From an optimization exercise on the open Yosys and OpenROAD flow, aimed at small area; shortcuts taken in it are not production practice.
Function was checked by simulation only, so behaviour that the tests miss may differ from the original.
No activity file was given, so power comes from the tool's default toggle rates.

==> design.v <==
module EncoderDigitalFilter(
	input clk,
	input sig,  
	output reg filteredSig  
	);
	reg H2, H1, H0;  
	always @ (posedge clk) begin
		H0 <= sig;
		H1 <= H0;
		H2 <= H1;
		if((H0 & H1) || (H1 & H2) || (H2 & H0)) begin
			filteredSig <= 1'b1;	
		end
		else begin
			filteredSig <= 1'b0;
		end
	end
endmodule
module EncoderDecoder(
	input clk,
	input A,  
	input B,  
	output change,  
	output direction  
	);
	reg _A, _B;
	assign change = (_A ^ A) | (_B ^ B);
	assign direction = (A ^ _B);
	always @ (posedge clk) begin
		_A <= A;
		_B <= B;
	end
endmodule 
module UpDownCounter #(WIDTH=8)(
	input clk,
	input reset, 
	input enable,  
	input dir,  
	output reg [WIDTH - 1:0] count  
	);
	always @ (posedge clk ) begin
		if (~reset) begin
			count <= 0;
		end
		if (enable) begin
			if(dir)
				count <= count + 1'b1;
			else
				count <= count - 1'b1;
		end
	end
endmodule
module seven_seg( 
	input[3:0] digit,  
	output reg [6:0] seg_out  
	);
	always@(digit)
		case (digit)
			4'h0 : seg_out = 7'b1000000;
			4'h1 : seg_out = 7'b1111001;
			4'h2 : seg_out = 7'b0100100;
			4'h3 : seg_out = 7'b0110000;
			4'h4 : seg_out = 7'b0011001;
			4'h5 : seg_out = 7'b0010010;
			4'h6 : seg_out = 7'b0000010;
			4'h7 : seg_out = 7'b1111000;
			4'h8 : seg_out = 7'b0000000;
			4'h9 : seg_out = 7'b0011000;
			4'hA : seg_out = 7'b0001000;
			4'hB : seg_out = 7'b0000011;
			4'hC : seg_out = 7'b1000110;
			4'hD : seg_out = 7'b0100001;
			4'hE : seg_out = 7'b0000110;
			4'hF : seg_out = 7'b0001110;
			default: seg_out = 7'b1111111;
		endcase
endmodule
module QuadratureEncoderTop #(N = 38, encCountBits = 26, precBits = 12, stp = 120218)(
	input clk,
	input reset,
	input A,
	input B,
	output Trvl,
	output FwdBck,  
	output[encCountBits - 1 : 0] encCount,
	output reg[11 : 0] inches,
	output[20 : 0] display
	);
	reg[N - 1 : 0] Fwd, MP, Bck;  
	wire _A, _B;  
	wire MvFwd, MvBck;  
	wire dir;  
	wire change;  
	EncoderDigitalFilter 			InputAFilter(.clk(clk), .sig(A), .filteredSig(_A));
	EncoderDigitalFilter 			InputBFilter(.clk(clk), .sig(B), .filteredSig(_B));
	EncoderDecoder 					QuadratureEncoder(.clk(clk), .A(_A), .B(_B), .change(change), .direction(dir));
	UpDownCounter #(encCountBits) QuadPulseCounter(.clk(clk), .reset(reset), .enable(change), .dir(dir), .count(encCount));
	seven_seg							DigitZero( .digit(inches[3:0]), .seg_out(display[6:0]));
	seven_seg							DigitOne( .digit(inches[7:4]), .seg_out(display[13:7]));
	seven_seg							DigitTwo( .digit(inches[11:8]), .seg_out(display[20:14]));
	assign MvFwd = (encCount == Fwd[N - 1 : precBits]);
	assign MvBck = (encCount == Bck[N - 1 : precBits]);
	assign Trvl = MvFwd | MvBck;
	assign FwdBck = MvFwd;
	always @(posedge clk) begin
		Fwd <= ~reset ? (stp) : (Trvl ? (FwdBck ? (Fwd + stp) : (MP) ) : (Fwd));
		MP  <= ~reset ? (0) : (Trvl ? (FwdBck ? (Fwd) : (Bck)) : (MP));
		Bck <= ~reset ? (-stp) : (Trvl ? (FwdBck ? (MP) : (Bck - stp) ) : (Bck));
		if(~reset) begin
			inches = 0;
		end
		else begin
			if(encCount == Fwd[N - 1 : precBits]) begin
				inches <= inches + 1'b1;
			end
			else if(encCount == Bck[N - 1 : precBits]) begin
				inches <= inches - 1'b1;
			end
		end
	end
endmodule
==> run.sh <==
#!/bin/bash
# synth_recipe.tcl (not shown) runs the flow's synth.tcl, then flattens the netlist and writes it again
# the make line also repeats each setting of config.mk as NAME=value (left out here)
make -C /OpenROAD-flow-scripts/flow DESIGN_CONFIG=/design/flow/config.mk WORK_HOME=/design/flow/orfs CLKGATE_MAP_FILE= SYNTH_SCRIPT=/design/flow/synth_recipe.tcl finish
==> config.mk <==
export PLATFORM = sky130hd
export DESIGN_NAME = QuadratureEncoderTop
export DESIGN_NICKNAME = QuadratureEncoderTop
export VERILOG_FILES = /design/flow/design.v
export SDC_FILE = /design/flow/constraint.sdc
export NUM_CORES = 4
export LEC_CHECK = 0
export CAP_MARGIN = 20
export CORE_MARGIN = 2
export CORE_UTILIZATION = 40
export SLEW_MARGIN = 20
==> constraint.sdc <==
create_clock -name core_clock -period 5.0 [get_ports {clk}]
set_input_delay 1.0000 -clock core_clock [delete_from_list [all_inputs] [get_ports {clk}]]
set_output_delay 1.0000 -clock core_clock [all_outputs]
set_load 0.01 [all_outputs]
==> notes.md, run 1 <==
- Final Hold Fails: 0
- Worst-Margin Slew: 1096 ps
- Async SR Flop Fraction: 0%
- Worst VDD drop: 0.0003352 V
- CTS clk-pin slew, worst paths: 80 ps
- Net Sw Frac: 34.42%
- Design area: 12,670 um^2
- RSZ-0062 raised after global routing: false
- Mapped Avg Cell Area: 8.553 um^2
- Share of post-route cells with drive strength above 1: 7.973%
- Row cnt: 61
- Detail Placement HPWL: between 20 and 25 mm
- Total power: 4815 uW
- Most common cell after layout, fill and taps aside: dfxtp_1
- First-pass GRT wire length: roughly 49 mm
- # hold bufs at CTS: 0
- Flops & latches, synth: 180
- Port buffer count: 64
- Vias in the first global route: about 9k
- Sw Pwr: around 1700 uW
- Max-slew violation count: 0
- Fillers: approximately 2.7k
- Critical Path Start Type: register
- Final Wtd Congestion: 0.8896
- Footprint of the multi-input gates: 6780 um^2
- Cell leakage power: 0.004699 uW
- Flop pwr share: a little under two fifths
- Antenna violations before repair: 0
- Final wirelength: ~30 mm
- Drt via density: 5.711
- GRT Resource Usage Total: a little over a fifth
- Final nets: 1,386
- F_max: about 220 MHz
- Total iterations of the first detailed-routing run: 6
- Die ar.: 29,260 um^2
- Root buffer cell: clkbuf_16
- Initial Utilization: 40.40%
- Status: finished clean
- Largest net degree at the start of global routing: 102
- Number of buffers created by CTS: 17
- Die span in y: 171.0 um
- Via Count: 9,823
- Layout overhead on the synthesized area: 13.48%
- Setup violators final: 0
- Final clock period utilization by the worst path: between 80% and 90%
- Cell Pwr Density: 380.1 nW/um^2
- Iter 0 DRT Violations: approximately 880
- Grt ovf: 0
- CP Data Arrival Time: 4790 ps
- Worst Path Required: 5320 ps
- Clock Sinks: between 150 and 200
- Clock share of power: 27.8%
- FF/Latch Area: approximately 3900 um^2
- Htree depth: 4
- Distinct cells, synth: 87
- DRT antenna net count: 0
- Clock latency (worst-skew pair): 440 ps
- Seq/Total Area, Yosys: approximately a third
- Most frequent cells in the layout: dfxtp_1, nor2_1, nand2_1
- Inserted Diodes: 0
- Crit Path Category: reg2reg
- Placed Area: approximately 12,000 um^2
- EDFF count, synth: 26
- DRC: 0
- Setup TNS: 0 ps
- CP endpoint kind: register
- Wire per inst: 17.61 um
- Worst hold path class: reg2reg
- Crit path max fanout: 101
- Ports: 65
- R2R Setup Slk: 530 ps
- Core ar.: 27,630 um^2
- Combinational share of power: around 34%
- Min cycle time layout: 4471 ps
- Synth Net Count: 1,362
- Ys Warns: 5
- Layout Skew: 13.56 ps
- Hold WS: 354.8 ps
- Post-synthesis cell count: 1,305
- CTS tree: built
- # Max-Cap Violations: 0
- Rel. slew slack: 26.44%
- Synth Cell Area: 11,160 um^2
- Die W: 171.0 um
- Total internal power: about 3200 uW
- Setup repair bufs after CTS: 0
- CTS max path bufs: 2
- Top FF cell, synth: dfxtp_1
- Post-cts sizing count: 0
## cells by family after synthesis
| group | Yosys count | share of synthesized area, % |
|---|---|---|
| AND/OR/NAND/NOR | 439 | 20.20 |
| AO/OA/AOI/OAI | 358 | 21.76 |
| flip-flops | 180 | 34.61 |
| buffers and inverters | 125 | 4.854 |
| XOR/XNOR | 98 | 7.690 |
| adder cells (fa/ha/maj) | 55 | 6.255 |
| multiplexers | 50 | 4.630 |
## metrics by stage
step | util [%] | std cells | worst slack [ps]
2_1_floorplan | - | 1305 | 396.0
6_report | 45.85 | 1720 | 528.8
3_5_place_dp | 43.76 | 1688 | 388.1
3_3_place_gp | 43.76 | 1688 | 468.2
5_1_grt | 45.85 | 1720 | 119.9
4_1_cts | 45.82 | 1720 | 340.8
## power by group through the flow
stage | Sequential [uW] | Clock (uW) | Combinational [uW]
2_1_floorplan | 1880 | 0 | 1090
3_3_place_gp | 1860 | 0 | 1630
3_5_place_dp | 1870 | 0 | 1620
4_1_cts | 1840 | 1360 | 1630
5_1_grt | 1870 | 1420 | 1820
6_report | 1840 | 1340 | 1630
## cell usage after synthesis, types with 7 or more instances
master / number / area, um^2
dfxtp_1: 154 / 3083
nor2_1: 124 / 465.5
nand2_1: 94 / 352.8
a21oi_1: 80 / 400.4
o21ai_0: 71 / 355.3
ha_1: 51 / 638.1
xnor2_1: 51 / 446.7
a211oi_1: 50 / 375.4
xor2_1: 47 / 411.6
inv_1: 41 / 153.9
clkbuf_1: 40 / 150.1
mux2i_1: 37 / 370.4
nor3_1: 34 / 170.2
nand3_1: 32 / 160.2
edfxtp_1: 26 / 780.8
nand4_1: 24 / 150.1
and3_1: 21 / 131.4
a311oi_1: 20 / 175.2
buf_2: 20 / 100.1
a21o_1: 18 / 135.1
nor4_1: 16 / 100.1
o211ai_1: 15 / 112.6
o21a_1: 14 / 105.1
mux2_2: 13 / 146.4
o22ai_1: 13 / 81.33
a31oi_1: 12 / 75.07
and2_1: 12 / 75.07
nand2b_1: 12 / 75.07
buf_1: 10 / 37.54
nor3b_1: 10 / 75.07
or3_1: 10 / 62.56
nor2b_1: 7 / 43.79
o31ai_1: 7 / 52.55
## area by class of cell
| type | count | share of cell area [%] |
|---|---|---|
| clock buffers | 20 | 3.526 |
| clock inverters | 12 | 0.9581 |
| inverters | 47 | 1.412 |
| multi-input cells | 1000 | 53.53 |
| flip-flops and latches | 180 | 30.50 |
| well taps | 378 | 3.734 |
| repair buffers | 83 | 6.341 |
## path summary, 6_finish.rpt
kind / from / endpoint / depth (start not counted)
worst min register to register: InputBFilter.H1$_DFF_P_ / InputBFilter.H2$_DFF_P_ / 0
worst max-delay path: QuadPulseCounter.count[7]$_SDFFCE_PN0P_ / DigitTwo.seg_out[3]$_DFF_P_ / 18
worst max register to register: QuadPulseCounter.count[7]$_SDFFCE_PN0P_ / DigitTwo.seg_out[3]$_DFF_P_ / 18
worst min-delay path: InputBFilter.H1$_DFF_P_ / InputBFilter.H2$_DFF_P_ / 0
## critical path: stages (launching register included)
cell and delay, ps:
edfxtp_1 500, xnor2_1 180, nand4_1 210, nor4_4 470
nand2_4 220, buf_12 290, inv_2 130, fa_1 210
nand2b_1 130, a21oi_1 90, or3_4 390, and3_2 200
o22ai_1 130, o211ai_1 280, ha_1 450, inv_1 90
a41oi_1 100, a31oi_1 180, o211ai_1 90
## routing by layer
layer	GRT usage (%)	vias up	routed length [um]
met2	33.49	301	13640
met5	0	-	0
met4	4.643	0	360
met3	3.285	28	1842
li1	-	4853	-
met1	29.40	4641	14450
## flip-flops by register name (all words and copies together) (netlist names)
| register | flops |
|---|---|
| Bck | 37 |
| DigitOne.seg_out | 7 |
| DigitTwo.seg_out | 7 |
| DigitZero.seg_out | 7 |
| Fwd | 37 |
| InputAFilter.H0 | 1 |
| InputAFilter.H1 | 1 |
| InputAFilter.H2 | 1 |
| InputAFilter.filteredSig | 1 |
| InputBFilter.H0 | 1 |
| InputBFilter.H1 | 1 |
| InputBFilter.H2 | 1 |
| InputBFilter.filteredSig | 1 |
| MP | 37 |
| QuadPulseCounter.count | 26 |
| QuadratureEncoder._A | 1 |
| QuadratureEncoder._B | 1 |
| inches | 12 |
==> inputs of run 2 (changes only) <==
--- a/design.v
+++ b/design.v
@@ -33,3 +33,3 @@
 endmodule 
-module UpDownCounter #(WIDTH=8)(
+module UpDownCounter #(parameter WIDTH=8)(
 	input clk,
@@ -77,3 +77,3 @@
 endmodule
-module QuadratureEncoderTop #(N = 38, encCountBits = 26, precBits = 12, stp = 120218)(
+module QuadratureEncoderTop #(parameter N = 38, encCountBits = 26, precBits = 12, stp = 120218)(
 	input clk,
@@ -88,7 +88,8 @@
 	);
-	reg[N - 1 : 0] Fwd, MP, Bck;  
 	wire _A, _B;  
-	wire MvFwd, MvBck;  
 	wire dir;  
 	wire change;  
+	reg [10:0] frac;
+	reg [5:0] delta;
+	reg fresh;
 	EncoderDigitalFilter 			InputAFilter(.clk(clk), .sig(A), .filteredSig(_A));
@@ -100,20 +101,23 @@
 	seven_seg							DigitTwo( .digit(inches[11:8]), .seg_out(display[20:14]));
-	assign MvFwd = (encCount == Fwd[N - 1 : precBits]);
-	assign MvBck = (encCount == Bck[N - 1 : precBits]);
+	wire cF = (frac >= 11'd1331);
+	wire cB = (frac < 11'd717);
+	wire MvFwd = fresh ? (encCount == 26'd29) : (delta == (cF ? 6'd30 : 6'd29));
+	wire MvBck = fresh ? (encCount == 26'h3ffffe2) : (delta == (cB ? 6'd34 : 6'd35));
 	assign Trvl = MvFwd | MvBck;
 	assign FwdBck = MvFwd;
+	wire [5:0] step = change ? (dir ? 6'd1 : 6'h3f) : 6'd0;
 	always @(posedge clk) begin
-		Fwd <= ~reset ? (stp) : (Trvl ? (FwdBck ? (Fwd + stp) : (MP) ) : (Fwd));
-		MP  <= ~reset ? (0) : (Trvl ? (FwdBck ? (Fwd) : (Bck)) : (MP));
-		Bck <= ~reset ? (-stp) : (Trvl ? (FwdBck ? (MP) : (Bck - stp) ) : (Bck));
-		if(~reset) begin
-			inches = 0;
+		fresh <= ~reset | (fresh & ~Trvl);
+		delta <= (Trvl ? 6'd0 : delta) + step;
+		if (~reset) begin
+			inches <= 0;
+			frac <= 0;
 		end
-		else begin
-			if(encCount == Fwd[N - 1 : precBits]) begin
-				inches <= inches + 1'b1;
-			end
-			else if(encCount == Bck[N - 1 : precBits]) begin
-				inches <= inches - 1'b1;
-			end
+		else if (MvFwd) begin
+			inches <= inches + 1'b1;
+			frac <= frac + 11'd717;
+		end
+		else if (MvBck) begin
+			inches <= inches - 1'b1;
+			frac <= frac - 11'd717;
 		end
==> notes.md, run 2 <==
- Inserted Diodes: 0 (unchanged)
- Critical Path Start Type: register
- CP Data Arrival Time: 4630 ps (-160 ps)
- CTS tree: built
- Most common cell after layout, fill and taps aside: clkdlybuf4s50_1
- Largest net degree at the start of global routing: 32 (-69%)
- WL met1: 7.155 mm (-50%)
- Worst Path Required: 5240 ps (-80 ps)
- Final Wtd Congestion: 0.8750 (-1.6%)
- Clock latency (worst-skew pair): 350 ps (-90 ps)
- Synth Cell Area: 5918 um^2 (-47%)
- Ys Warns: 5 (unchanged)
- Async SR Flop Fraction: 0% (unchanged)
- Worst VDD drop: 0.0002282 V (-32%)
- Setup repair bufs after CTS: 0 (unchanged)
- Wire per inst: 15.77 um (-10%)
- Top FF cell, synth: dfxtp_1
- Total power: 3448 uW (-28%)
- Most frequent cells in the layout: clkdlybuf4s50_1, dfxtp_1, ha_1
- Post-cts sizing count: 0 (unchanged)
- Die ar.: 15,780 um^2 (-46%)
- Iter 0 DRT Violations: 281 (-68%)
- Biggest register: QuadPulseCounter.count
- F_max: 227.8 MHz (+1.8%)
- DRT antenna net count: 0 (unchanged)
- # Max-Cap Violations: 0 (unchanged)
- Antenna violations before repair: 0 (unchanged)
- Setup TNS: 0 ps (unchanged)
- Status: finished clean
- Total iterations of the first detailed-routing run: 5 (-1)
- Ports: 65 (unchanged)
- Die span in y: 125.6 um (-27%)
- Post-synthesis cell count: 656 (-50%)
- Distinct cells, synth: 81 (-6.9%)
- Row cnt: 44 (-28%)
- Setup violators final: 0 (unchanged)
- Worst hold path class: reg2reg
- Seq/Total Area, Yosys: 33.83% (-0.79 points)
- Top cell type's share of synthesized area: 20.63% (-7.0 points)
- R2R Setup Slk: 610 ps (+80 ps)
- DRC: 0 (unchanged)
- Final nets: 779 (-44%)
- Mapped Avg Cell Area: 9.022 um^2 (+5.5%)
- Rel. slew slack: 39.86% (+13 points)
- Synth area leader: dfxtp_1
- Drt via density: 5.496 (-3.8%)
- EDFF count, synth: 26 (unchanged)
- Crit Path Category: reg2reg
- Cell leakage power: 0.002816 uW (-40%)
- First-pass GRT wire length: 23.63 mm (-52%)
- GRT Resource Usage Total: 18.19% (-2.6 points)
- Crit path max fanout: 22 (-78%)
- Final clock period utilization by the worst path: 87.81% (-1.6 points)
- RSZ-0062 raised after global routing: false
- Cell Pwr Density: 489.2 nW/um^2 (+29%)
- Core ar.: 14,480 um^2 (-48%)
- Htree depth: 3 (-1)
- Port buffer count: 64 (unchanged)
- Number of buffers created by CTS: 9 (-8)
- Min cycle time layout: 4391 ps (-80.60 ps)
- Top sig layer: met4
- Flops & latches, synth: 87 (-52%)
- Layout Skew: 9.224 ps (-4.333 ps)
- Fillers: 1,365 (-49%)
- Clock Sinks: 87 (-52%)
- DR WL met3: 419 um (-77%)
- Most repeated cell in the gate-level netlist after synthesis: dfxtp_1
- CP endpoint kind: register
- Max-slew violation count: 0 (unchanged)
- CTS clk-pin slew, worst paths: 70 ps (about the same)
- Share of post-route cells with drive strength above 1: 7.212% (-0.76 points)
- Worst-Margin Slew: 901.1 ps (-195.0 ps)
- Layout overhead on the synthesized area: 19.09%
- Synth Net Count: 719 (-47%)
- Vias in the first global route: 4,812 (-47%)
- Initial Utilization: 40.87% (+0.48 points)
- Synth cell count leaders: dfxtp_1, ha_1, nor2_1
- # hold bufs at CTS: 0 (unchanged)
- Ranking of synthesized cells by area: dfxtp_1, edfxtp_1, ha_1, xnor2_1, a21oi_1
- Grt ovf: 0 (unchanged)
- Top flop regs: QuadPulseCounter.count: 26 flops, inches: 12 flops, frac: 11 flops
- Die W: 125.6 um (-27%)
- Detail Placement HPWL: 10.51 mm (-49%)
- Root buffer cell: clkbuf_16
- Largest register FFs: 26
- Via Count: 4,974 (-49%)
- CTS max path bufs: 2 (unchanged)
- Final Hold Fails: 0 (unchanged)
- WL met2: 6.521 mm (-52%)
- Final wirelength: 14.27 mm (-53%)
-- run 2: cell types whose count changed in the layout (fill, tap and decap cells not counted), moves of 35 or more --
cell	delta
nor2_1	-70
a21oi_1	-40
o21ai_0	-48
nand2_1	-62
xor2_1	-35
dfxtp_1	-93
a211oi_1	-38
-- run 2: layout make-up --
type                    instances  area [um^2]  area share [%]
flip-flops and latches         87         2002           28.40
clock buffers                  11        264.0           3.746
multi-input cells             503         3628           51.48
well taps                     184        230.2           3.266
clock inverters                 5        60.06          0.8521
inverters                      43        162.7           2.308
repair buffers                 72        700.7           9.941
-- run 2: cells by family (layout without fill, tap and decap cells) --
kind of cell,after synthesis,after routing,synth area share (%)
xor gates and xnor gates,41,41,6.068
DFF,87,87,33.83
and+or+nand+nor,205,205,18.10
adders and majority gates,61,61,13.19
buffers and inverters,66,131,4.926
AOI/OAI and AO/OA,176,176,20.34
muxes,20,20,3.552
-- run 2: path summary, 6_finish.rpt --
check | from | to | cells past startpoint
hold reg to reg | InputAFilter.H0$_DFF_P_ | InputAFilter.H1$_DFF_P_ | 0
setup / recovery | frac[0]$_SDFFE_PN0P_ | DigitTwo.seg_out[3]$_DFF_P_ | 17
hold / removal | InputAFilter.H0$_DFF_P_ | InputAFilter.H1$_DFF_P_ | 0
setup reg to reg | frac[0]$_SDFFE_PN0P_ | DigitTwo.seg_out[3]$_DFF_P_ | 17
-- run 2: critical path, cell delays in order, from the launching register on --
cell,delay (ps)
dfxtp_1,430
ha_1,230
nor3_1,70
a221oi_2,280
mux2i_1,110
a311o_2,370
clkinv_2,240
ha_1,310
a211oi_1,320
o21ai_0,220
a211oi_1,300
xnor2_1,160
o21ai_0,150
a21oi_2,280
inv_1,130
ha_1,280
a211o_1,270
and3_1,130
-- run 2: report_power, final --
part | total (uW) | leakage [uW] | switching [uW] | internal (uW)
logic | 1600 | 0.00188 | 832 | 769
clock network | 732 | 0.000162 | 297 | 435
registers | 1120 | 0.000777 | 168 | 947
-- run 2: per-stage QoR --
| step | cell area [um^2] | utilization (%) | setup WS, ps | instances | hold WS, ps |
|---|---|---|---|---|---|
| 2_1_floorplan | 5918 | - | 467.5 | 656 | 333.0 |
| 3_3_place_gp | 6720 | 46.41 | 711.6 | 889 | 340.1 |
| 3_5_place_dp | 6720 | 46.41 | 502.9 | 889 | 341.1 |
| 4_1_cts | 7044 | 48.65 | 453.0 | 905 | 356.0 |
| 5_1_grt | 7048 | 48.68 | 147.6 | 905 | 371.4 |
| 6_report | 7048 | 48.68 | 609.4 | 905 | 353.9 |
-- run 2: layer usage --
layer / track usage (%) / vias to the layer above
met5: 0 / -
met4: 5.490 / 0
met3: 2.634 / 11
met2: 28.87 / 69
met1: 25.75 / 2350
li1: - / 2544
==> inputs of run 3 (changes only) <==
--- a/design.v
+++ b/design.v
@@ -35,3 +35,3 @@
 	input clk,
-	input reset, 
+	input reset,
 	input enable,  
@@ -40,38 +40,29 @@
 	);
-	always @ (posedge clk ) begin
-		if (~reset) begin
-			count <= 0;
+	wire [WIDTH - 1:0] prop = dir ? count : ~count;
+	wire [WIDTH:0] flip;
+	assign flip[0] = enable;
+	genvar i;
+	generate
+		for (i = 0; i < WIDTH; i = i + 1) begin : chain
+			assign flip[i + 1] = flip[i] & prop[i];
 		end
-		if (enable) begin
-			if(dir)
-				count <= count + 1'b1;
-			else
-				count <= count - 1'b1;
-		end
+	endgenerate
+	wire keep = reset | enable;
+	always @ (posedge clk) begin
+		count <= (count & {WIDTH{keep}}) ^ flip[WIDTH - 1:0];
 	end
 endmodule
-module seven_seg( 
+module seven_seg(
 	input[3:0] digit,  
-	output reg [6:0] seg_out  
+	output [6:0] seg_out  
 	);
-	always@(digit)
-		case (digit)
-			4'h0 : seg_out = 7'b1000000;
-			4'h1 : seg_out = 7'b1111001;
-			4'h2 : seg_out = 7'b0100100;
-			4'h3 : seg_out = 7'b0110000;
-			4'h4 : seg_out = 7'b0011001;
-			4'h5 : seg_out = 7'b0010010;
-			4'h6 : seg_out = 7'b0000010;
-			4'h7 : seg_out = 7'b1111000;
-			4'h8 : seg_out = 7'b0000000;
-			4'h9 : seg_out = 7'b0011000;
-			4'hA : seg_out = 7'b0001000;
-			4'hB : seg_out = 7'b0000011;
-			4'hC : seg_out = 7'b1000110;
-			4'hD : seg_out = 7'b0100001;
-			4'hE : seg_out = 7'b0000110;
-			4'hF : seg_out = 7'b0001110;
-			default: seg_out = 7'b1111111;
-		endcase
+	localparam [15:0] SEG_A = 16'b0010100000010010;
+	localparam [15:0] SEG_B = 16'b1101100001100000;
+	localparam [15:0] SEG_C = 16'b1101000000000100;
+	localparam [15:0] SEG_D = 16'b1000011010010010;
+	localparam [15:0] SEG_E = 16'b0000001010111010;
+	localparam [15:0] SEG_F = 16'b0010000010001110;
+	localparam [15:0] SEG_G = 16'b0001000010000011;
+	assign seg_out = {SEG_G[digit], SEG_F[digit], SEG_E[digit], SEG_D[digit],
+	                  SEG_C[digit], SEG_B[digit], SEG_A[digit]};
 endmodule
@@ -92,3 +83,2 @@
 	reg [10:0] frac;
-	reg [5:0] delta;
 	reg fresh;
@@ -103,10 +93,15 @@
 	wire cB = (frac < 11'd717);
-	wire MvFwd = fresh ? (encCount == 26'd29) : (delta == (cF ? 6'd30 : 6'd29));
-	wire MvBck = fresh ? (encCount == 26'h3ffffe2) : (delta == (cB ? 6'd34 : 6'd35));
+	reg [5:0] delta;
+	wire [5:0] dbase = delta & {6{~Trvl}};
+	wire [5:0] dprop = dir ? dbase : ~dbase;
+	wire [5:0] dflip = {&dprop[4:0], &dprop[3:0], &dprop[2:0], &dprop[1:0], dprop[0], 1'b1} & {6{change}};
+	wire hiZero = ~|encCount[25:6];
+	wire hiOnes = &encCount[25:6];
+	wire MvFwd = fresh ? (hiZero & encCount[5:0] == 6'd29) : (delta == (cF ? 6'd30 : 6'd29));
+	wire MvBck = fresh ? (hiOnes & encCount[5:0] == 6'd34) : (delta == (cB ? 6'd34 : 6'd35));
 	assign Trvl = MvFwd | MvBck;
 	assign FwdBck = MvFwd;
-	wire [5:0] step = change ? (dir ? 6'd1 : 6'h3f) : 6'd0;
 	always @(posedge clk) begin
 		fresh <= ~reset | (fresh & ~Trvl);
-		delta <= (Trvl ? 6'd0 : delta) + step;
+		delta <= dbase ^ dflip;
 		if (~reset) begin
--- a/config.mk
+++ b/config.mk
@@ -7,2 +7,3 @@
 export LEC_CHECK = 0
+export ABC_AREA = 1
 export CAP_MARGIN = 20
==> notes.md, run 3 <==
- Port buffer count: 64 (unchanged)
- Initial Utilization: 40.52% (-0.36 points)
- Detail Placement HPWL: 8.399 mm (-20%)
- DRT antenna net count: 0 (unchanged)
- Seq/Total Area, Yosys: 28.81% (-5.0 points)
- Htree depth: 3 (unchanged)
- Die W: 111.1 um (-12%)
- Mapped Avg Cell Area: 6.805 um^2 (-25%)
- CTS max path bufs: 2 (unchanged)
- Core ar.: 11,320 um^2 (-22%)
- Setup repair bufs after CTS: 0 (unchanged)
- CTS clk-pin slew, worst paths: 60 ps (about the same)
- Top cell type's share of synthesized area: 28.81% (+8.2 points)
- Post-synthesis cell count: 674 (+2.7%)
- RSZ-0062 raised after global routing: false
- Post-synthesis compound-gate area fraction: 16.75% (-3.6 points)
- Adder-cell share of the synthesized area: 8.238% (-5.0 points)
- Ranking of synthesized cells by area: dfxtp_1, nand2_1, ha_1, inv_1, o21ai_0
- # Max-Cap Violations: 0 (unchanged)
- Clock latency (worst-skew pair): 330 ps (-20 ps)
- Iter 0 DRT Violations: 321 (+14%)
- Flops & latches, synth: 66 (-24%)
- First-pass GRT wire length: 19.90 mm (-16%)
- F_max: 250.6 MHz (+10%)
- Share of post-route cells with drive strength above 1: 5.285% (-1.9 points)
- Top FF cell, synth: dfxtp_1
- Most repeated cell in the gate-level netlist after synthesis: nand2_1
- Ys Warns: 4 (-1)
- Cell leakage power: 0.002368 uW (-16%)
- Min cycle time layout: 3990 ps (-400.5 ps)
- Worst VDD drop: 0.0001653 V (-28%)
- Cell Pwr Density: 349.4 nW/um^2 (-29%)
- Synth Cell Area: 4587 um^2 (-22%)
- GRT Resource Usage Total: 19.02% (+0.83 points)
- CP endpoint kind: output pin
- Setup violators final: 0 (unchanged)
- Largest register FFs: 26 (unchanged)
- # hold bufs at CTS: 0 (unchanged)
- Max-slew violation count: 0 (unchanged)
- Vias in the first global route: 4,351 (-9.6%)
- Drt via density: 5.177 (-5.8%)
- Largest family of logic cells by synthesized area: simple AND/OR/NAND/NOR gates
- Post-cts sizing count: 0 (unchanged)
- CTS tree: built
- Worst-Margin Slew: 881.8 ps (-19.30 ps)
- Die span in y: 111.1 um (-12%)
- Rel. slew slack: 41.07% (+1.2 points)
- Crit path max fanout: 23 (+4.5%)
- Final Wtd Congestion: 0.9114 (+4.2%)
- Root buffer cell: clkbuf_16
- Synth Area in XOR/XNOR: 6.874% (+0.81 points)
- Synth Net Count: 706 (-1.8%)
- Critical Path Start Type: register
- Final nets: 765 (-1.8%)
- Top flop regs: QuadPulseCounter.count: 26 flops, inches: 12 flops, frac: 11 flops
- Via Count: 4,561 (-8.3%)
- Status: finished clean
- Worst Setup Slack post-DPL: 1351 ps (+848.2 ps)
- Inserted Diodes: 0 (unchanged)
- Final clock period utilization by the worst path: 79.80% (-8.0 points)
- Ports: 65 (unchanged)
- Worst hold path class: reg2reg
- Fillers: 1,159 (-15%)
- DRC: 0 (unchanged)
- Final worst setup slack: 1010 ps (+400.5 ps)
- EDFF count, synth: 0 (-100%)
- Number of buffers created by CTS: 9 (unchanged)
- Layout overhead on the synthesized area: 22.39%
- Simple-Gate Fraction of Synth Area: 30.11% (+12 points)
- Layout Skew: 7.681 ps (-1.543 ps)
- Clock Sinks: 66 (-24%)
- Synth area leader: dfxtp_1
- Largest net degree at the start of global routing: 29 (-9.4%)
- Row cnt: 39 (-11%)
- Antenna violations before repair: 0 (unchanged)
- Distinct cells, synth: 45 (-44%)
- Most common cell after layout, fill and taps aside: nand2_1
- Mux cell area share after synthesis: 0% (-3.6 points)
- Worst Path Required: 4000 ps (-1240 ps)
- CP Data Arrival Time: 2990 ps (-1640 ps)
- Synth cell count leaders: nand2_1, inv_1, dfxtp_1
- Async SR Flop Fraction: 0% (unchanged)
- Crit Path Category: reg2out
- Biggest register: QuadPulseCounter.count
- Setup TNS: 0 ps (unchanged)
- Wire per inst: 12.83 um (-19%)
- Grt ovf: 0 (unchanged)
- Final wirelength: 11.30 mm (-21%)
- Total iterations of the first detailed-routing run: 6 (+1)
- Most frequent cells in the layout: nand2_1, inv_1, dfxtp_1
- Die ar.: 12,340 um^2 (-22%)
- Final Hold Fails: 0 (unchanged)
[run 3: power by group]
part / internal [uW] / switching [uW] / total, uW
combinational: 295 / 374 / 669
sequential: 607 / 96.8 / 703
clock: 349 / 240 / 589
total: 1250 / 711 / 1960
[run 3: logic make-up (layout without fill, tap and decap cells)]
logic type	after synthesis	in the layout
XOR/XNOR	36	36
adder cells (fa/ha/maj)	30	30
AO/OA/AOI/OAI	136	136
flip-flops	66	66
buffers and inverters	108	172
AND/OR/NAND/NOR	298	298
[run 3: layout make-up]
type	count	area, um^2	area share (%)
sequential	66	1321	23.53
clock buffer	10	239.0	4.257
clock inverter	6	42.54	0.7577
tap	143	178.9	3.187
inverter	91	341.6	6.084
timing repair buffer	65	648.1	11.54
multi-input combinational	500	2843	50.64
[run 3: per-layer routing]
layer / GRT usage [%] / part of all wire [%] / vias to the layer above
li1: - / - / 2355
met1: 23.91 / 47 / 2083
met2: 32.76 / 47 / 113
met3: 4.101 / 5.0 / 10
met4: 5.679 / 1.1 / 0
met5: 0 / 0 / -
[run 3: worst paths after layout]
kind,from,end,slack (ps),cells after the start
worst max-delay path,frac[7]$_SDFFE_PN0P_,Trvl,1010,11
worst min-delay path,InputAFilter.H0$_DFF_P_,InputAFilter.H1$_DFF_P_,350,0
worst max register to register,frac[0]$_SDFFE_PN0P_,inches[9]$_SDFFE_PN0P_,1380,19
worst min register to register,InputAFilter.H0$_DFF_P_,InputAFilter.H1$_DFF_P_,350,0
[run 3: worst max-delay path, cell delays in order (launching register included)]
cell             delay [ps]
dfxtp_1                 410
inv_1                   130
nand2_1                  80
nor2_1                   60
a21oi_1                 180
nand3_1                  90
nand2_1                  80
nand3_2                 120
nand2_2                 200
nor2_4                  110
inv_1                   510
clkdlybuf4s50_1         670
[run 3: through the flow]
stage          utilization, %  std cells  hold slack, ps  total power [uW]  area, um^2
3_3_place_gp            47.10        865           338.3              1371        5333
5_1_grt                 49.59        881           361.9              2093        5614
4_1_cts                 49.59        881           355.3              1977        5614
3_5_place_dp            47.10        865           339.1              1380        5333
6_report                49.59        881           352.1              1961        5614
2_1_floorplan               -        674           333.0              1149        4587
==> inputs of run 4 (changes only) <==
--- a/config.mk
+++ b/config.mk
@@ -7,3 +7,3 @@
 export LEC_CHECK = 0
-export ABC_AREA = 1
+export ABC_CLOCK_PERIOD_IN_PS = 5000
 export CAP_MARGIN = 20
==> notes.md, run 4 <==
- Final Wtd Congestion: 0.8848 (-2.9%)
- Synth Net Count: 616 (-13%)
- Placed Area: 5304 um^2 (-0.54%)
- Total power: 2145 uW (+9.4%)
- Hold Path Sink: InputBFilter.H2$_DFF_P_
- Flops & latches, synth: 66 (unchanged)
- Share of post-route cells with drive strength above 1: 6.604% (+1.3 points)
- Seq/Total Area, Yosys: 28.63% (-0.18 points)
- Layout Skew: 8.592 ps (+0.9110 ps)
- FF-to-FF End: inches[10]$_SDFFE_PN0P_
- Grt ovf: 0 (unchanged)
- Top flop regs: QuadPulseCounter.count: 26 flops, inches: 12 flops, frac: 11 flops
- Post-cts sizing count: 0 (unchanged)
- Launch point of the worst hold path: InputBFilter.H1$_DFF_P_
- Post-synthesis cell count: 584 (-13%)
- Die ar.: 12,410 um^2 (+0.60%)
- Biggest register: QuadPulseCounter.count
- Cell Count, Final, Fillers Out: 779 (-12%)
- Die span in y: 111.4 um (+0.30%)
- Final Hold Fails: 0 (unchanged)
- Top cell type's share of synthesized area: 28.63% (-0.18 points)
- Wire per inst: 13.94 um (+8.7%)
- Inserted Diodes: 0 (unchanged)
- EDFF count, synth: 0 (unchanged)
- Ranking of synthesized cells by area: dfxtp_1, ha_1, xnor2_1, nand2_1, nor2_1
- Hold Crit Depth: 0 (unchanged)
- Root buffer cell: clkbuf_16
- Core ar.: 11,320 um^2 (unchanged)
- Post-placement cell count: 763 (-12%)
- Setup violators final: 0 (unchanged)
- Port buffer count: 64 (unchanged)
- Top FF cell, synth: dfxtp_1
- CTS clk-pin slew, worst paths: 60 ps (about the same)
- CTS max path bufs: 2 (unchanged)
- Worst hold path class: reg2reg
- Layout overhead on the synthesized area: 22.04%
- Drt via density: 5.406 (+4.4%)
- Worst-Margin Slew: 881.7 ps (-0.1444 ps)
- Cell Pwr Density: 380.9 nW/um^2 (+9.0%)
- Antenna violations before repair: 0 (unchanged)
- Setup repair bufs after CTS: 0 (unchanged)
- DRT antenna net count: 0 (unchanged)
- Largest register FFs: 26 (unchanged)
- Iter 0 DRT Violations: 311 (-3.1%)
- Cell leakage power: 0.002047 uW (-14%)
- Mapped Avg Cell Area: 7.904 um^2 (+16%)
- CP Data Arrival Time: 3080 ps (+90 ps)
- Final clock period utilization by the worst path: 81.52% (+1.7 points)
- Worst Path Required: 4000 ps (about the same)
- DRC: 0 (unchanged)
- Final wirelength: 10.86 mm (-3.9%)
- Most common cell after layout, fill and taps aside: nand2_1
- Vias in the first global route: 4,072 (-6.4%)
- Async SR Flop Fraction: 0% (unchanged)
- RR Startpoint: frac[1]$_SDFFE_PN0P_
- Die W: 111.4 um (+0.30%)
- Row cnt: 39 (unchanged)
- Critical Path Start Type: register
- Status: finished clean
- CTS tree: built
- R2R Setup Slk: 1180 ps (-200 ps)
- Via Count: 4,211 (-7.7%)
- Largest net degree at the start of global routing: 26 (-10%)
- GRT Resource Usage Total: 17.89% (-1.1 points)
- Htree depth: 3 (unchanged)
- Distinct cells, synth: 84 (+87%)
- F_max: 245.3 MHz (-2.1%)
- Ports: 65 (unchanged)
- Crit Path Category: reg2out
- Initial Utilization: 40.77% (+0.25 points)
- Max-slew violation count: 0 (unchanged)
- Ys Warns: 4 (unchanged)
- Worst VDD drop: 0.0003894 V (+140%)
- Total iterations of the first detailed-routing run: 4 (-2)
- Number of buffers created by CTS: 9 (unchanged)
- Crit path max fanout: 17 (-26%)
- Synth Cell Area: 4616 um^2 (+0.63%)
- Most frequent cells in the layout: nand2_1, dfxtp_1, clkdlybuf4s50_1
- Detail Placement HPWL: 7.559 mm (-10%)
- First-pass GRT wire length: 18.91 mm (-5.0%)
- Setup TNS: 0 ps (unchanged)
- Rel. slew slack: 41.08% (about the same)
- # hold bufs at CTS: 0 (unchanged)
- Synth cell count leaders: nand2_1, dfxtp_1, nor2_1
- Min cycle time layout: 4076 ps (+85.91 ps)
- Final nets: 663 (-13%)
- Most repeated cell in the gate-level netlist after synthesis: nand2_1
- Number of cells on the worst reg-to-reg path: 14 (-5)
- Synth area leader: dfxtp_1
- # Max-Cap Violations: 0 (unchanged)
- Clock Sinks: 66 (unchanged)
- Design area: 5633 um^2 (+0.33%)
- RSZ-0062 raised after global routing: false
- CP endpoint kind: output pin
- Clock latency (worst-skew pair): 330 ps (about the same)
[run 4: how the worst max path moves through the flow]
stage                     depth (start not counted)                                from  slack (ps)                 endpoint
after CTS                                         9                frac[1]$_SDFFE_PN0P_         900                     Trvl
after global routing                              9                frac[1]$_SDFFE_PN0P_         730                     Trvl
after floorplan                                  14  QuadPulseCounter.count[19]$_DFF_P_        1380  inches[10]$_SDFFE_PN0P_
after detailed placement                         14                frac[1]$_SDFFE_PN0P_        1180  inches[10]$_SDFFE_PN0P_
after global placement                           14                frac[1]$_SDFFE_PN0P_        1260  inches[10]$_SDFFE_PN0P_
final                                             9                frac[1]$_SDFFE_PN0P_         920                     Trvl
[run 4: critical path, cell delays in order (launching register included)]
cell and delay, ps:
dfxtp_1 460, ha_1 240, nor3_2 70, a221oi_2 260
mux2i_1 240, o21a_2 160, inv_2 100, nor2_4 420
inv_2 250, clkdlybuf4s50_1 540
[run 4: where the power goes]
group	total [uW]	internal, uW	switching, uW	leakage (uW)
Clock	689	451	239	0.000159
Combinational	698	363	335	0.00135
Sequential	758	611	147	0.000540
Total	2150	1420	721	0.00205
[run 4: logic make-up (layout without fill, tap and decap cells)]
group	Yosys count	in the layout	synth area share [%]
xor gates and xnor gates	57	57	11.14
adders and majority gates	30	30	8.186
and+or+nand+nor	246	246	26.73
DFF	66	66	28.63
AOI/OAI and AO/OA	125	125	18.43
muxes	8	8	1.843
buffers and inverters	52	104	5.042
[run 4: metal layers]
layer	vias up	track usage, %	routed length [um]
li1	2150	-	-
met1	1952	22.44	5066
met2	98	30.69	5141
met3	11	4.464	547
met4	0	4.938	106
met5	-	0	0
[run 4: through the flow]
stage | setup slack [ps] | utilization [%] | hold slack [ps]
2_1_floorplan | 1383 | - | 333.0
3_3_place_gp | 1261 | 46.85 | 338.7
3_5_place_dp | 1175 | 46.85 | 341.9
4_1_cts | 895.8 | 49.76 | 354.6
5_1_grt | 727.9 | 49.76 | 363.2
6_report | 924.0 | 49.76 | 351.5
[run 4: area by class of cell]
| class | count | area (um^2) |
|---|---|---|
| clock buffer | 10 | 239.0 |
| inverter | 21 | 78.83 |
| tap | 143 | 178.9 |
| clock inverter | 6 | 90.09 |
| sequential | 66 | 1321 |
| timing repair buffer | 67 | 663.1 |
| fill | 1115 | 5688 |
| multi-input combinational | 466 | 3062 |
==> inputs of run 5 (changes only) <==
--- a/config.mk
+++ b/config.mk
@@ -7,2 +7,3 @@
 export LEC_CHECK = 0
+export ABC_AREA = 1
 export ABC_CLOCK_PERIOD_IN_PS = 5000
==> notes.md, run 5 <==
- Largest net degree at the start of global routing: 29 (+12%)
- Total iterations of the first detailed-routing run: 6 (+2)
- Synth area leader: dfxtp_1
- F_max: 250.6 MHz (+2.2%)
- Worst-Margin Slew: 881.8 ps (+0.1444 ps)
- First-pass GRT wire length: 19.90 mm (+5.2%)
- Antenna violations before repair: 0 (unchanged)
- Wire per inst: 12.83 um (-8.0%)
- Post-synthesis cell count: 674 (+15%)
- Hold WS: 352.1 ps (+0.5900 ps)
- Most frequent cells in the layout: nand2_1, inv_1, dfxtp_1
- Most common cell after layout, fill and taps aside: nand2_1
- Final Wtd Congestion: 0.9114 (+3.0%)
- Initial Utilization: 40.52% (-0.25 points)
- Top FF cell, synth: dfxtp_1
- Worst hold path class: reg2reg
- Die ar.: 12,340 um^2 (-0.60%)
- Layout Skew: 7.681 ps (-0.9110 ps)
- Synth cell count leaders: nand2_1, inv_1, dfxtp_1
- Cell Pwr Density: 349.4 nW/um^2 (-8.3%)
- Vias in the first global route: 4,351 (+6.9%)
- CP max stage delay: 670 ps (+130 ps)
- Inserted Diodes: 0 (unchanged)
- Largest register FFs: 26 (unchanged)
- Worst VDD drop: 0.0001653 V (-58%)
- Ports: 65 (unchanged)
- Post-cts sizing count: 0 (unchanged)
- Number of buffers created by CTS: 9 (unchanged)
- Placed Area: 5333 um^2 (+0.54%)
- Crit Path Category: reg2out
- GRT Resource Usage Total: 19.02% (+1.1 points)
- Via Count: 4,561 (+8.3%)
- Core ar.: 11,320 um^2 (unchanged)
- Max-slew violation count: 0 (unchanged)
- Status: finished clean
- Root buffer cell: clkbuf_16
- Setup repair bufs after CTS: 0 (unchanged)
- Flops & latches, synth: 66 (unchanged)
- Async SR Flop Fraction: 0% (unchanged)
- CTS max path bufs: 2 (unchanged)
- Iter 0 DRT Violations: 321 (+3.2%)
- Final Hold Fails: 0 (unchanged)
- Total power: 1961 uW (-8.6%)
- Port buffer count: 64 (unchanged)
- Drt via density: 5.177 (-4.2%)
- CTS tree: built
- Synth Net Count: 706 (+15%)
- Worst Path Required: 4000 ps (about the same)
- RSZ-0062 raised after global routing: false
- Htree depth: 3 (unchanged)
- Row cnt: 39 (unchanged)
- Setup TNS: 0 ps (unchanged)
- Number of cells on the worst reg-to-reg path: 19 (+5)
- Top flop regs: QuadPulseCounter.count: 26 flops, inches: 12 flops, frac: 11 flops
- CP Data Arrival Time: 2990 ps (-90 ps)
- DRC: 0 (unchanged)
- DRT antenna net count: 0 (unchanged)
- Clock latency (worst-skew pair): 330 ps (about the same)
- Synth Cell Area: 4587 um^2 (-0.62%)
- Final nets: 765 (+15%)
- Final clock period utilization by the worst path: 79.80% (-1.7 points)
- Distinct cells, synth: 45 (-46%)
- CP endpoint kind: output pin
- Most repeated cell in the gate-level netlist after synthesis: nand2_1
- CTS clk-pin slew, worst paths: 60 ps (about the same)
- Worst path slowest cell: clkdlybuf4s50_1
- # hold bufs at CTS: 0 (unchanged)
- Share of post-route cells with drive strength above 1: 5.285% (-1.3 points)
- Min cycle time layout: 3990 ps (-85.91 ps)
- EDFF count, synth: 0 (unchanged)
- Design area: 5614 um^2 (-0.33%)
- Final wirelength: 11.30 mm (+4.0%)
- Setup violators final: 0 (unchanged)
- Rel. slew slack: 41.07% (about the same)
- Die span in y: 111.1 um (-0.30%)
- Grt ovf: 0 (unchanged)
- Die W: 111.1 um (-0.30%)
- Hold Crit Depth: 0 (unchanged)
- Mapped Avg Cell Area: 6.805 um^2 (-14%)
- Ranking of synthesized cells by area: dfxtp_1, nand2_1, ha_1, inv_1, o21ai_0
- Seq/Total Area, Yosys: 28.81% (+0.18 points)
- Cell leakage power: 0.002368 uW (+16%)
- Crit path max fanout: 23 (+6)
- Top cell type's share of synthesized area: 28.81% (+0.18 points)
- Ys Warns: 4 (unchanged)
- Critical Path Start Type: register
- # Max-Cap Violations: 0 (unchanged)
- Clock Sinks: 66 (unchanged)
- Critical path, cell by cell: inv_1 > nand2_1 > nor2_1 > a21oi_1 > nand3_1 > nand2_1 > nand3_2 > nand2_2 > nor2_4 > inv_1 > clkdlybuf4s50_1
- Biggest register: QuadPulseCounter.count
- Detail Placement HPWL: 8.399 mm (+11%)
- Layout overhead on the synthesized area: 22.39%
-- run 5: cells by family (layout without fill, tap and decap cells) --
group / Yosys count / in the layout / synth area share, %
AOI/OAI and AO/OA: 136 / 136 / 16.75
xor gates and xnor gates: 36 / 36 / 6.874
adders and majority gates: 30 / 30 / 8.238
buffers and inverters: 108 / 172 / 9.220
DFF: 66 / 66 / 28.81
and+or+nand+nor: 298 / 298 / 30.11
-- run 5: routing by layer --
layer / share of wire [%] / wire, um / GRT usage, %
met5: 0 / 0 / 0
met4: 1.1 / 128 / 5.679
met3: 5.0 / 562 / 4.101
met2: 47 / 5289 / 32.76
met1: 47 / 5320 / 23.91
-- run 5: metrics by stage --
| step | worst slack, ps | utilization, % | std cells |
|---|---|---|---|
| 4_1_cts | 977.8 | 49.59 | 881 |
| 6_report | 1010 | 49.59 | 881 |
| 2_1_floorplan | 1935 | - | 674 |
| 3_3_place_gp | 1431 | 47.10 | 865 |
| 3_5_place_dp | 1351 | 47.10 | 865 |
| 5_1_grt | 715.1 | 49.59 | 881 |
-- run 5: critical path, delay by kind of cell (launching register included) --
kind / cells / cell delay [ps]
buf+inv: 3 / 1310
flops: 1 / 410
compound gates: 1 / 180
simple gates: 7 / 740
-- run 5: area by class of cell --
cell class              count  area (um^2)
clock buffers              10        239.0
repair buffers             65        648.1
multi-input cells         500         2843
flip-flops and latches     66         1321
inverters                  91        341.6
fillers                  1159         5707
clock inverters             6        42.54
well taps                 143        178.9
-- run 5: power breakdown --
group | internal, uW | switching [uW] | leakage (uW) | total (uW)
clock network | 349 | 240 | 0.000134 | 589
registers | 607 | 96.8 | 0.000540 | 703
logic | 295 | 374 | 0.00169 | 669
-- run 5: worst paths after layout --
path	from	end	slack, ps
hold / removal	InputAFilter.H0$_DFF_P_	InputAFilter.H1$_DFF_P_	350
setup / recovery	frac[7]$_SDFFE_PN0P_	Trvl	1010
setup reg to reg	frac[0]$_SDFFE_PN0P_	inches[9]$_SDFFE_PN0P_	1380
hold reg to reg	InputAFilter.H0$_DFF_P_	InputAFilter.H1$_DFF_P_	350
==> inputs of run 6 (changes only) <==
--- a/config.mk
+++ b/config.mk
@@ -7,4 +7,2 @@
 export LEC_CHECK = 0
-export ABC_AREA = 1
-export ABC_CLOCK_PERIOD_IN_PS = 5000
 export CAP_MARGIN = 20
==> notes.md, run 6 <==
- DRC: 0 (unchanged)
- Die ar.: 12,410 um^2 (+0.60%)
- Clock latency (worst-skew pair): 330 ps (about the same)
- Largest net degree at the start of global routing: 26 (-10%)
- Combinational share of power: 32.5% (-1.6 points)
- Final wirelength: 10.86 mm (-3.9%)
- Hold Path Sink: InputBFilter.H2$_DFF_P_
- Critical path, cell by cell: ha_1 > nor3_2 > a221oi_2 > mux2i_1 > o21a_2 > inv_2 > nor2_4 > inv_2 > clkdlybuf4s50_1
- Clock share of power: 32.1% (+2.1 points)
- Synth Net Count: 616 (-13%)
- Via Count: 4,211 (-7.7%)
- # Max-Cap Violations: 0 (unchanged)
- Cell Pwr Density: 380.9 nW/um^2 (+9.0%)
- DRT antenna net count: 0 (unchanged)
- Drt via density: 5.406 (+4.4%)
- Vias in the first global route: 4,072 (-6.4%)
- Simple-Gate Fraction of Synth Area: 26.73% (-3.4 points)
- Min cycle time layout: 4076 ps (+85.91 ps)
- Distinct cells, synth: 84 (+87%)
- Hold WS: 351.5 ps (-0.5900 ps)
- Die W: 111.4 um (+0.30%)
- Post-synthesis cell count: 584 (-13%)
- CP top delay family: buffers and inverters
- Mux cell area share after synthesis: 1.843% (+1.8 points)
- Worst VDD drop: 0.0003894 V (+140%)
- Sw Pwr: 720.6 uW (+1.4%)
- Synth area leader: dfxtp_1
- Row cnt: 39 (unchanged)
- F_max: 245.3 MHz (-2.1%)
- Ranking of synthesized cells by area: dfxtp_1, ha_1, xnor2_1, nand2_1, nor2_1
- Hold Crit Depth: 0 (unchanged)
- Initial Utilization: 40.77% (+0.25 points)
- Flops & latches, synth: 66 (unchanged)
- CP max stage delay: 540 ps (-130 ps)
- Largest register FFs: 26 (unchanged)
- Design area: 5633 um^2 (+0.33%)
- Most repeated cell in the gate-level netlist after synthesis: nand2_1
- GRT Resource Usage Total: 17.89% (-1.1 points)
- R2R Setup Slk: 1180 ps (-200 ps)
- Number of buffers created by CTS: 9 (unchanged)
- RR Startpoint: frac[1]$_SDFFE_PN0P_
- # hold bufs at CTS: 0 (unchanged)
- CTS clk-pin slew, worst paths: 60 ps (about the same)
- Fillers: 1,115 (-3.8%)
- Antenna violations before repair: 0 (unchanged)
- Final Hold Fails: 0 (unchanged)
- CTS tree: built
- Synth Area in XOR/XNOR: 11.14% (+4.3 points)
- Share of post-route cells with drive strength above 1: 6.604% (+1.3 points)
- Layout Skew: 8.592 ps (+0.9110 ps)
- Mapped Avg Cell Area: 7.904 um^2 (+16%)
- Largest family of logic cells by synthesized area: simple AND/OR/NAND/NOR gates
- Number of cells on the worst reg-to-reg path: 14 (-5)
- Setup violators final: 0 (unchanged)
- Synth cell count leaders: nand2_1, dfxtp_1, nor2_1
- Critical Path Start Type: register
- Top cell type's share of synthesized area: 28.63% (-0.18 points)
- EDFF count, synth: 0 (unchanged)
- Core ar.: 11,320 um^2 (unchanged)
- CP endpoint kind: output pin
- Htree depth: 3 (unchanged)
- Placed Area: 5304 um^2 (-0.54%)
- Worst Setup Slack post-DPL: 1175 ps (-175.7 ps)
- RSZ-0062 raised after global routing: false
- Max-slew violation count: 0 (unchanged)
- CP Data Arrival Time: 3080 ps (+90 ps)
- Ys Warns: 4 (unchanged)
- Inserted Diodes: 0 (unchanged)
- Final nets: 663 (-13%)
- Detail Placement HPWL: 7.559 mm (-10%)
- Top flop regs: QuadPulseCounter.count: 26 flops, inches: 12 flops, frac: 11 flops
- Total internal power: 1425 uW (+14%)
- Root buffer cell: clkbuf_16
- Worst Path Buf+Inv: 3 (unchanged)
- Biggest register: QuadPulseCounter.count
- Ports: 65 (unchanged)
- Setup repair bufs after CTS: 0 (unchanged)
- Flop pwr share: 35.3% (-0.6 points)
- Top FF cell, synth: dfxtp_1
- Worst path slowest cell: clkdlybuf4s50_1
- Rel. slew slack: 41.08% (about the same)
- Crit Path Category: reg2out
- Most used cell along the critical path: inv_2
- Grt ovf: 0 (unchanged)
- Port buffer count: 64 (unchanged)
- Total iterations of the first detailed-routing run: 4 (-2)
- Final worst setup slack: 924.0 ps (-85.91 ps)
- Adder-cell share of the synthesized area: 8.187% (-0.051 points)
- Worst-Margin Slew: 881.7 ps (-0.1444 ps)
- Wire per inst: 13.94 um (+8.7%)
- Finished Core Util: 49.76% (+0.17 points)
- Most common cell after layout, fill and taps aside: nand2_1
- Seq/Total Area, Yosys: 28.63% (-0.18 points)
- Final Wtd Congestion: 0.8848 (-2.9%)
- CTS max path bufs: 2 (unchanged)
- Clock Sinks: 66 (unchanged)
- Status: finished clean
- Iter 0 DRT Violations: 311 (-3.1%)
- Launch point of the worst hold path: InputBFilter.H1$_DFF_P_
- Async SR Flop Fraction: 0% (unchanged)
- Net Sw Frac: 33.59% (-2.7 points)
- Worst Path Required: 4000 ps (about the same)
- First-pass GRT wire length: 18.91 mm (-5.0%)
- Post-cts sizing count: 0 (unchanged)
- Synth Cell Area: 4616 um^2 (+0.63%)
- Die span in y: 111.4 um (+0.30%)
- Most frequent cells in the layout: nand2_1, dfxtp_1, clkdlybuf4s50_1
- Final clock period utilization by the worst path: 81.52% (+1.7 points)
- Worst hold path class: reg2reg
- Cell leakage power: 0.002047 uW (-14%)
- FF-to-FF End: inches[10]$_SDFFE_PN0P_
- Layout overhead on the synthesized area: 22.04%
- Setup TNS: 0 ps (unchanged)
- Post-synthesis compound-gate area fraction: 18.43% (+1.7 points)
- Crit path max fanout: 17 (-26%)
[run 6: cell types whose count changed after synthesis, sizes merged, moves of 8 or more]
cell	change
nand2	-85
o21ai	-31
nand3	-20
nand4	-8
nor2	+10
a21oi	-18
and3	+9
xnor2	+18
a31oi	+8
inv	-69
nor3	+12
[run 6: cell type report]
cell class | count | area, um^2 | area share, %
repair buffers | 67 | 663.1 | 11.77
inverters | 21 | 78.83 | 1.399
clock inverters | 6 | 90.09 | 1.599
multi-input cells | 466 | 3062 | 54.35
clock buffers | 10 | 239.0 | 4.243
well taps | 143 | 178.9 | 3.176
flip-flops and latches | 66 | 1321 | 23.46
[run 6: power by group through the flow]
stage | Sequential, uW | Combinational (uW) | Clock (uW)
after detailed placement | 764 | 698 | 0
after global placement | 759 | 689 | 0
after floorplan | 725 | 502 | 0
after global routing | 777 | 776 | 727
final | 758 | 698 | 689
after CTS | 755 | 703 | 706
[run 6: cell families after synthesis]
logic type               count (synthesis)
AND/OR/NAND/NOR                        246
AO/OA/AOI/OAI                          125
flip-flops                              66
XOR/XNOR                                57
buffers and inverters                   52
adder cells (fa/ha/maj)                 30
multiplexers                             8
[run 6: routing by layer]
metal	share of wire, %	vias to the layer above	track usage (%)
met5	0	-	0
met4	0.98	0	4.938
met3	5.0	11	4.464
met2	47	98	30.69
met1	47	1952	22.44
li1	-	2150	-
[run 6: metrics by stage]
step,power (uW),std cells
2_1_floorplan,1227,584
3_3_place_gp,1448,763
3_5_place_dp,1462,763
4_1_cts,2164,779
5_1_grt,2280,779
6_report,2145,779
[run 6: how the worst max path moves through the flow]
| stage | start | to | slack [ps] | depth (start not counted) |
|---|---|---|---|---|
| 3_3_place_gp | frac[1]$_SDFFE_PN0P_ | inches[10]$_SDFFE_PN0P_ | 1260 | 14 |
| 6_report | frac[1]$_SDFFE_PN0P_ | Trvl | 920 | 9 |
| 4_1_cts | frac[1]$_SDFFE_PN0P_ | Trvl | 900 | 9 |
| 2_1_floorplan | QuadPulseCounter.count[19]$_DFF_P_ | inches[10]$_SDFFE_PN0P_ | 1380 | 14 |
| 3_5_place_dp | frac[1]$_SDFFE_PN0P_ | inches[10]$_SDFFE_PN0P_ | 1180 | 14 |
| 5_1_grt | frac[1]$_SDFFE_PN0P_ | Trvl | 730 | 9 |

[afterwards: timing with drivers on the ports]
In the flow no input, the clock included, has a driving cell. The finished layouts below were timed again as built, in two steps.
Step 1 (the two cells are an assumption about what drives the block):
set clk [get_ports {clk}]
set_driving_cell -lib_cell sky130_fd_sc_hd__clkbuf_16 $clk
set_driving_cell -lib_cell sky130_fd_sc_hd__buf_2 [delete_from_list [all_inputs] $clk]
Step 2 times the ports against the registers' clock, not the clock port: input delays grow and output delays shrink by t, the midpoint of the rising clock arrivals with the driver on.
Slacks: ideal ports / drivers / drivers and shift; pairs: ideal ports / drivers.
| run | t (ns) | setup slack, ns | hold WS [ns] |
|---|---|---|---|
| run 1 | 0.477 | 0.529 / 0.511 / 0.529 | 0.355 / 0.355 / 0.355 |
| run 2 | 0.385 | 0.609 / 0.609 / 0.609 | 0.354 / 0.354 / 0.354 |
| run 3 | 0.365 | 1.010 / 0.972 / 1.338 | 0.352 / 0.352 / 0.352 |
| run 4 | 0.363 | 0.924 / 0.886 / 1.184 | 0.352 / 0.352 / 0.352 |
| run 5 | 0.365 | 1.010 / 0.972 / 1.338 | 0.352 / 0.352 / 0.352 |
| run 6 | 0.363 | 0.924 / 0.886 / 1.184 | 0.352 / 0.352 / 0.352 |
After both steps every run listed still meets setup and hold.
